This design comes from an exercise in tuning for small area, a short achievable clock period and few clock cycles on the open sky130 flow, not from production work. Only simulation tests tie the RTL to the original design; equivalence was not proved. No activity file was given, so power comes from the tool's default toggle rates.

==> flow/design.v (excerpt) <==
module sw(i0, i1, i2, i3, o0, o1, o2, o3, clk, rst);
  input clk, rst;
  input [9:0] i0, i1, i2, i3;
  output [9:0] o0, o1, o2, o3;
  wire [9:0] in [0:3];
  assign in[0] = i0; assign in[1] = i1; assign in[2] = i2; assign in[3] = i3;
  wire [8:0] f [0:3];      
  wire [3:0] av;           
  wire [3:0] rq [0:3];     
  reg  [3:0] hd;           
  reg  [3:0] str;          
  wire [3:0] pop;
  reg  [3:0] busy;         
  reg  [3:0] own [0:3];    
  reg  [3:0] pri [0:3];    
  reg  [9:0] ob [0:3];     
  wire [3:0] req [0:3];    
  wire [3:0] gnt [0:3];
  wire [3:0] sel [0:3];    
  wire [3:0] gin;          
  genvar i, j;
  generate
    for (i = 0; i < 4; i = i + 1) begin : g_in
      fifo q(.clk(clk), .rst(rst), .din({in[i][9], in[i][7:0]}),
             .dval(in[i][9] | in[i][8]), .pop(pop[i]), .h(f[i]), .hv(av[i]), .req(rq[i]));
      assign gin[i] = gnt[0][i] | gnt[1][i] | gnt[2][i] | gnt[3][i];
      assign pop[i] = (str[i] & av[i]) | gin[i];
    end
    for (j = 0; j < 4; j = j + 1) begin : g_out
  ...
Size: roughly 2,500 cells after synthesis, about 82 I/O pins, roughly 31,000 um^2 of cells after synthesis.
Settings: LEC_CHECK=0, CAP_MARGIN=20, CORE_MARGIN=2, CORE_UTILIZATION=40, PLACE_DENSITY=0.6, SETUP_SLACK_MARGIN=4.0, SLEW_MARGIN=20; clock period 6.0 ns.
run.sh (not shown) runs the stock make flow with config.mk's settings and CLKGATE_MAP_FILE= SYNTH_SCRIPT=/design/flow/synth_recipe.tcl, a recipe that flattens the netlist after the stock synthesis.
Testbench counts at the start, summed over its fixed seeds: cycles 2,639.
Then changed:
--- a/flow/config.mk
+++ b/flow/config.mk
@@ -10,4 +10,4 @@
 export CORE_UTILIZATION = 40
 export PLACE_DENSITY = 0.6
-export SETUP_SLACK_MARGIN = 4.0
+export SETUP_SLACK_MARGIN = 3.6
 export SLEW_MARGIN = 20
The changed run finished clean.
Utilization is lower by 3.5 points.
First-iteration DRC count is lower by 1.7%.
Sequential power is lower by about 1%.
Sequential share of layout area is higher by 3.4 points.
Via count is lower by 2.2%.
Power is lower by 6.6%.

sw, a different RTL version from the one above (not shown whole).
Size: about 2500 cells after synthesis, roughly 690 flip-flops, roughly 28000 sq um of cells after synthesis.
==> flow/config.mk <==
export PLATFORM = sky130hd
export DESIGN_NAME = sw
export DESIGN_NICKNAME = sw
export VERILOG_FILES = /design/flow/design.v
export SDC_FILE = /design/flow/constraint.sdc
export NUM_CORES = 4
export LEC_CHECK = 0
export ABC_AREA = 1
export CAP_MARGIN = 20
export CORE_MARGIN = 2
export CORE_UTILIZATION = 65
export CTS_CLUSTER_DIAMETER = 80
export CTS_CLUSTER_SIZE = 24
export PLACE_DENSITY = 0.85
export SETUP_SLACK_MARGIN = 3.85
export SLEW_MARGIN = 20
==> flow/constraint.sdc <==
create_clock -name core_clock -period 6.0 [get_ports {clk}]
set_input_delay 1.2000 -clock core_clock [delete_from_list [all_inputs] [get_ports {clk}]]
set_output_delay 1.2000 -clock core_clock [all_outputs]
set_load 0.01 [all_outputs]
standard.sh (not shown) runs the stock make flow with config.mk's settings and CLKGATE_MAP_FILE= SYNTH_SCRIPT=/design/flow/synth_recipe.tcl, a recipe that flattens the netlist after the stock synthesis.
==> flow/flow/run.sh <==
#!/bin/bash
# Standard ORFS layout, with plain buffers (buf_4) on the ports instead of the
# delay-cell buffers buffer_ports picks by default, and sizing not held to
# the cell footprint.
set -euo pipefail
export BUFFER_PORTS_ARGS="-buffer_cell sky130_fd_sc_hd__buf_4"
bash standard.sh MATCH_CELL_FOOTPRINT=0 finish > orfs_make.log 2>&1
The starting point completed without violations.
Testbench counts at the start, summed over its fixed seeds: cycles 2,647.
Next try:
- CORE_UTILIZATION: 65 -> 60
- PLACE_DENSITY: 0.85 -> 0.8
- SETUP_SLACK_MARGIN: 3.85 -> 3.8
What happened: The new run ran to the end with no violations; routed wire length fell by about 2.6%; clock skew stays flat; power rose by 0.66%; global-route usage fell by 3.6 points; worst hold slack barely changes; synthesized area stays the same; final area is about the same.
Next try:
==> flow/flow/run.sh (replaced) <==
#!/bin/bash
# Standard ORFS layout, with plain buffers (buf_2) on the ports instead of the
# delay-cell buffers buffer_ports picks by default, and sizing not held to
# the cell footprint.
set -euo pipefail
export BUFFER_PORTS_ARGS="-buffer_cell sky130_fd_sc_hd__buf_2"
bash standard.sh MATCH_CELL_FOOTPRINT=0 finish > orfs_make.log 2>&1
- CORE_UTILIZATION: 60 -> 65
- PLACE_DENSITY: 0.8 -> 0.85
What happened:
- The new run ran to the end with no violations
- cell count hardly moves
- via count increases by a few percent
- clock power fell by a few percent
- core utilization goes up by 5.0 points
- wire length goes up by a few percent
- setup slack is about the same
- final area fell slightly
- critical path depth is unchanged
- hold slack loses 5.8 ps
Next try:
==> flow/flow/run.sh (replaced) <==
#!/bin/bash
# Standard ORFS layout, with plain buffers (buf_4) on the ports instead of the
# delay-cell buffers buffer_ports picks by default, and sizing not held to
# the cell footprint.
set -euo pipefail
export BUFFER_PORTS_ARGS="-buffer_cell sky130_fd_sc_hd__buf_4"
bash standard.sh MATCH_CELL_FOOTPRINT=0 finish > orfs_make.log 2>&1
After rerunning: The changed run completed with no timing, DRC or antenna violations. Fmax goes up by 0.72%. Flip-flop and latch count is unchanged. Clock skew is about the same. Final cell count goes down by 0.34%. Combinational power barely changes. Worst setup slack is better by 16 ps.

## rev 12
The RTL this note starts from:
==> flow/design.v <==
module sw(i0, i1, i2, i3, o0, o1, o2, o3, clk, rst);
  input clk, rst;
  input [9:0] i0, i1, i2, i3;
  output [9:0] o0, o1, o2, o3;
  wire [9:0] in [0:3];
  assign in[0] = i0; assign in[1] = i1; assign in[2] = i2; assign in[3] = i3;
  wire [8:0] f [0:3];      
  wire [3:0] av;           
  wire [3:0] rq [0:3];     
  reg  [3:0] hd;           
  reg  [3:0] str;          
  wire [3:0] pop;
  reg  [3:0] busy;         
  reg  [3:0] own [0:3];    
  reg  [9:0] ob [0:3];     
  wire [3:0] req [0:3];    
  wire [3:0] gnt [0:3];
  wire [3:0] sel [0:3];    
  wire [3:0] gin;          
  genvar i, j;
  generate
    for (i = 0; i < 4; i = i + 1) begin : g_in
      fifo q(.clk(clk), .rst(rst), .din({in[i][9], in[i][7:0]}),
             .dval(in[i][9] | in[i][8]), .pop(pop[i]), .h(f[i]), .hv(av[i]), .req(rq[i]));
      assign gin[i] = gnt[0][i] | gnt[1][i] | gnt[2][i] | gnt[3][i];
      assign pop[i] = (str[i] & av[i]) | gin[i];
    end
    for (j = 0; j < 4; j = j + 1) begin : g_out
      for (i = 0; i < 4; i = i + 1) begin : g_r
        assign req[j][i] = rq[i][j];
        assign sel[j][i] = busy[j] ? (own[j][i] & av[i]) : gnt[j][i];
      end
      arb a(.clk(clk), .rst(rst), .req(req[j]), .busy(busy[j]), .gnt(gnt[j]));
    end
  endgenerate
  function [9:0] pick;
    input [3:0] s;
    input [8:0] f0, f1, f2, f3;
    input [3:0] h;
    begin
      pick = ({10{s[0]}} & {f0[8], ~h[0], f0[7:0]}) |
             ({10{s[1]}} & {f1[8], ~h[1], f1[7:0]}) |
             ({10{s[2]}} & {f2[8], ~h[2], f2[7:0]}) |
             ({10{s[3]}} & {f3[8], ~h[3], f3[7:0]});
    end
  endfunction
  wire [3:0] tl = av & {f[3][8], f[2][8], f[1][8], f[0][8]};
  integer k, n;
  always @(posedge clk) begin
    for (k = 0; k < 4; k = k + 1)
      ob[k] <= pick(sel[k], f[0], f[1], f[2], f[3], str ^ 4'b1111);
    if (rst) begin
      str <= 4'b0000;
      busy <= 4'b0000;
      for (k = 0; k < 4; k = k + 1) begin
        ob[k][9:8] <= 2'b00;
      end
    end else begin
      str <= (str & ~tl) | gin;
      for (k = 0; k < 4; k = k + 1) begin
        if (busy[k]) begin
          if (|(own[k] & tl)) busy[k] <= 1'b0;
        end else if (|gnt[k]) begin
          busy[k] <= 1'b1;
          own[k] <= gnt[k];
        end
      end
    end
  end
  assign o0 = ob[0];
  assign o1 = ob[1];
  assign o2 = ob[2];
  assign o3 = ob[3];
endmodule
module fifo(clk, rst, din, dval, pop, h, hv, req);
  input clk, rst, dval, pop;
  input [8:0] din;
  output reg [8:0] h;    
  output reg hv;         
  output reg [3:0] req;  
  reg [15*9-1:0] mem;    
  reg [3:0] rp, wp;      
  reg hd;                
  reg empty, full;       
  function [3:0] dec;
    input [1:0] d;
    dec = {d == 2'd3, d == 2'd2, d == 2'd1, d == 2'd0};
  endfunction
  wire [8:0] rd = mem[9*rp +: 9];
  wire [3:0] rpn, wpn;           
  inc15 ir(.p(rp), .n(rpn));
  inc15 iw(.p(wp), .n(wpn));
  wire e_rd = (rpn == wp);       
  wire f_wr = (wpn == rp);       
  wire take = ~hv | pop;         
  wire fromm = take & ~empty;    
  wire byp = take & empty & dval;  
  wire wr = dval & ~byp;         
  wire [3:0] rq_rd = dec(rd[1:0]);
  wire [3:0] rq_in = dval ? dec(din[1:0]) : 4'b0000;
  wire tl = ~hd & h[8];          
  integer k;
  always @(posedge clk) begin
    for (k = 0; k < 15; k = k + 1)
      if (!full && wp == k) mem[9*k +: 9] <= din;
    if (fromm) h <= rd;
    else if (byp) h <= din;
    if (rst) begin
      rp <= 4'd0;
      wp <= 4'd0;
      empty <= 1'b1;
      full <= 1'b0;
      hv <= 1'b0;
      hd <= 1'b1;
      req <= 4'b0000;
    end else begin
      if (wr) wp <= wpn;
      if (fromm) rp <= rpn;
      empty <= fromm ? (wr ? empty : e_rd) : (wr ? 1'b0 : empty);
      full <= wr ? (fromm ? full : f_wr) : (fromm ? 1'b0 : full);
      hv <= ~take | ~empty | dval;
      if (pop) hd <= tl;
      if (pop) req <= tl ? (empty ? rq_in : rq_rd) : 4'b0000;
      else if (!hv) req <= hd ? rq_in : 4'b0000;
    end
  end
endmodule
module inc15(p, n);
  input [3:0] p;
  output [3:0] n;
  assign n = (p == 4'd14) ? 4'd0 : p + 4'd1;
endmodule
module arb(clk, rst, req, busy, gnt);
  input clk, rst, busy;
  input [3:0] req;
  output [3:0] gnt;
  reg [5:0] p;           
  wire [3:0] w [0:3];
  assign w[0] = {p[2], p[1], p[0], 1'b0};
  assign w[1] = {p[4], p[3], 1'b0, ~p[0]};
  assign w[2] = {p[5], 1'b0, ~p[3], ~p[1]};
  assign w[3] = {1'b0, ~p[5], ~p[4], ~p[2]};
  genvar i;
  generate
    for (i = 0; i < 4; i = i + 1) begin : g
      assign gnt[i] = req[i] & ~busy &
                      ~(req[(i+1)%4] & w[(i+1)%4][i]) &
                      ~(req[(i+2)%4] & w[(i+2)%4][i]) &
                      ~(req[(i+3)%4] & w[(i+3)%4][i]);
    end
  endgenerate
  always @(posedge clk) begin
    if (rst)
      p <= 6'b111111;    
    else if (|gnt)
      p <= ({6{gnt[0]}} & 6'b111000) |    
           ({6{gnt[1]}} & 6'b100001) |    
           ({6{gnt[2]}} & 6'b001011) |    
           ({6{gnt[3]}} & 6'b111111);     
  end
endmodule
export LEC_CHECK = 0
export CAP_MARGIN = 20
export CORE_MARGIN = 2
export CORE_UTILIZATION = 40
export CTS_BUF_LIST = sky130_fd_sc_hd__clkbuf_8
export CTS_CLUSTER_DIAMETER = 50
export CTS_CLUSTER_SIZE = 16
export PLACE_DENSITY = 0.6
export SETUP_SLACK_MARGIN = 3.6
export SLEW_MARGIN = 20
create_clock -name core_clock -period 6.0 [get_ports {clk}]
==> flow/flow/run.sh <==
#!/bin/bash
# Standard ORFS layout, with plain buffers (buf_4) on the ports instead of the
# delay-cell buffers buffer_ports picks by default.
set -euo pipefail
export BUFFER_PORTS_ARGS="-buffer_cell sky130_fd_sc_hd__buf_4"
bash standard.sh finish > orfs_make.log 2>&1
Testbench counts of rev 12, summed over its fixed seeds: cycles 2,639.
For rev 13, these inputs were changed with respect to rev 12:
==> flow/flow/run.sh <==
#!/bin/bash
# Standard ORFS layout, with plain buffers (buf_4) on the ports instead of the
# delay-cell buffers buffer_ports picks by default, and sizing not held to
# the cell footprint.
set -euo pipefail
export BUFFER_PORTS_ARGS="-buffer_cell sky130_fd_sc_hd__buf_4"
bash standard.sh MATCH_CELL_FOOTPRINT=0 finish > orfs_make.log 2>&1
diff --git a/flow/config.mk b/flow/config.mk
--- a/flow/config.mk
+++ b/flow/config.mk
@@ -13,4 +13,4 @@
 export CTS_CLUSTER_SIZE = 16
 export PLACE_DENSITY = 0.6
-export SETUP_SLACK_MARGIN = 3.6
+export SETUP_SLACK_MARGIN = 3.9
 export SLEW_MARGIN = 20
--- outcome ---
- Of rev 13 and rev 12, the lower transition time of the tightest slew-check pin belongs to rev 13.
- Part of the power in combinational logic, rev 13 and rev 12: larger value in rev 13
- Compared to rev 12, the router laid down more metal wire for rev 13.
- Compared to rev 12, rev 13 has detailed-routed wire length on met2 2400 µm higher.
- Total power (rev 12 / rev 13): 0.937
- Cmp rev 13 and rev 12 / growth of design area from synthesis to finish / higher: rev 13

## afterwards: timing with drivers on the ports
The flow's constraints put no driver on any port. The routed layouts listed below were extracted and timed again, unchanged, in two steps. Step 1 assumes that a clkbuf_16 drives the clock port and a buf_2 every other input. Step 2 adds t to the input delays and takes it off the output delays; t is the mean of the earliest and latest rising clock arrival at the registers after step 1. Input paths then give back, and output paths get back, about the clock's delay inside the block. a / b / c = no drivers / after step 1 / after step 2; a / b = the first two.
run | t, ns | slack for setup (ns) | hold slack, ns | slew at the worst register clock pin (ns) | worst data-port slew with drivers (ns)
the first run of note 1 | 0.700 | 3.435 / 3.435 / 2.827 | 0.459 / 0.459 / 0.459 | 0.07 / 0.07 | 0.09
the second run of note 1 | 0.679 | 3.454 / 3.454 / 2.834 | 0.466 / 0.466 / 0.466 | 0.07 / 0.07 | 0.07
the first run of note 2 | 0.633 | 3.737 / 3.679 / 3.362 | 0.467 / 0.467 / 0.467 | 0.10 / 0.10 | 0.07
the second run of note 2 | 0.637 | 3.722 / 3.660 / 3.260 | 0.470 / 0.470 / 0.470 | 0.10 / 0.10 | 0.06
the third run of note 2 | 0.641 | 3.720 / 3.664 / 3.293 | 0.464 / 0.464 / 0.464 | 0.10 / 0.10 | 0.06
the fourth run of note 2 | 0.637 | 3.736 / 3.678 / 3.295 | 0.465 / 0.465 / 0.465 | 0.10 / 0.10 | 0.07
rev 12 | 0.758 | 3.602 / 3.535 / 3.065 | 0.475 / 0.475 / 0.475 | 0.10 / 0.10 | 0.11
rev 13 | 0.734 | 3.677 / 3.617 / 3.193 | 0.466 / 0.466 / 0.466 | 0.10 / 0.10 | 0.08
After both steps setup and hold are still met in every run listed. For the second run of note 1, which loses most, drivers alone change the setup slack by 0.000 ns; drivers and shift together by -0.620 ns.
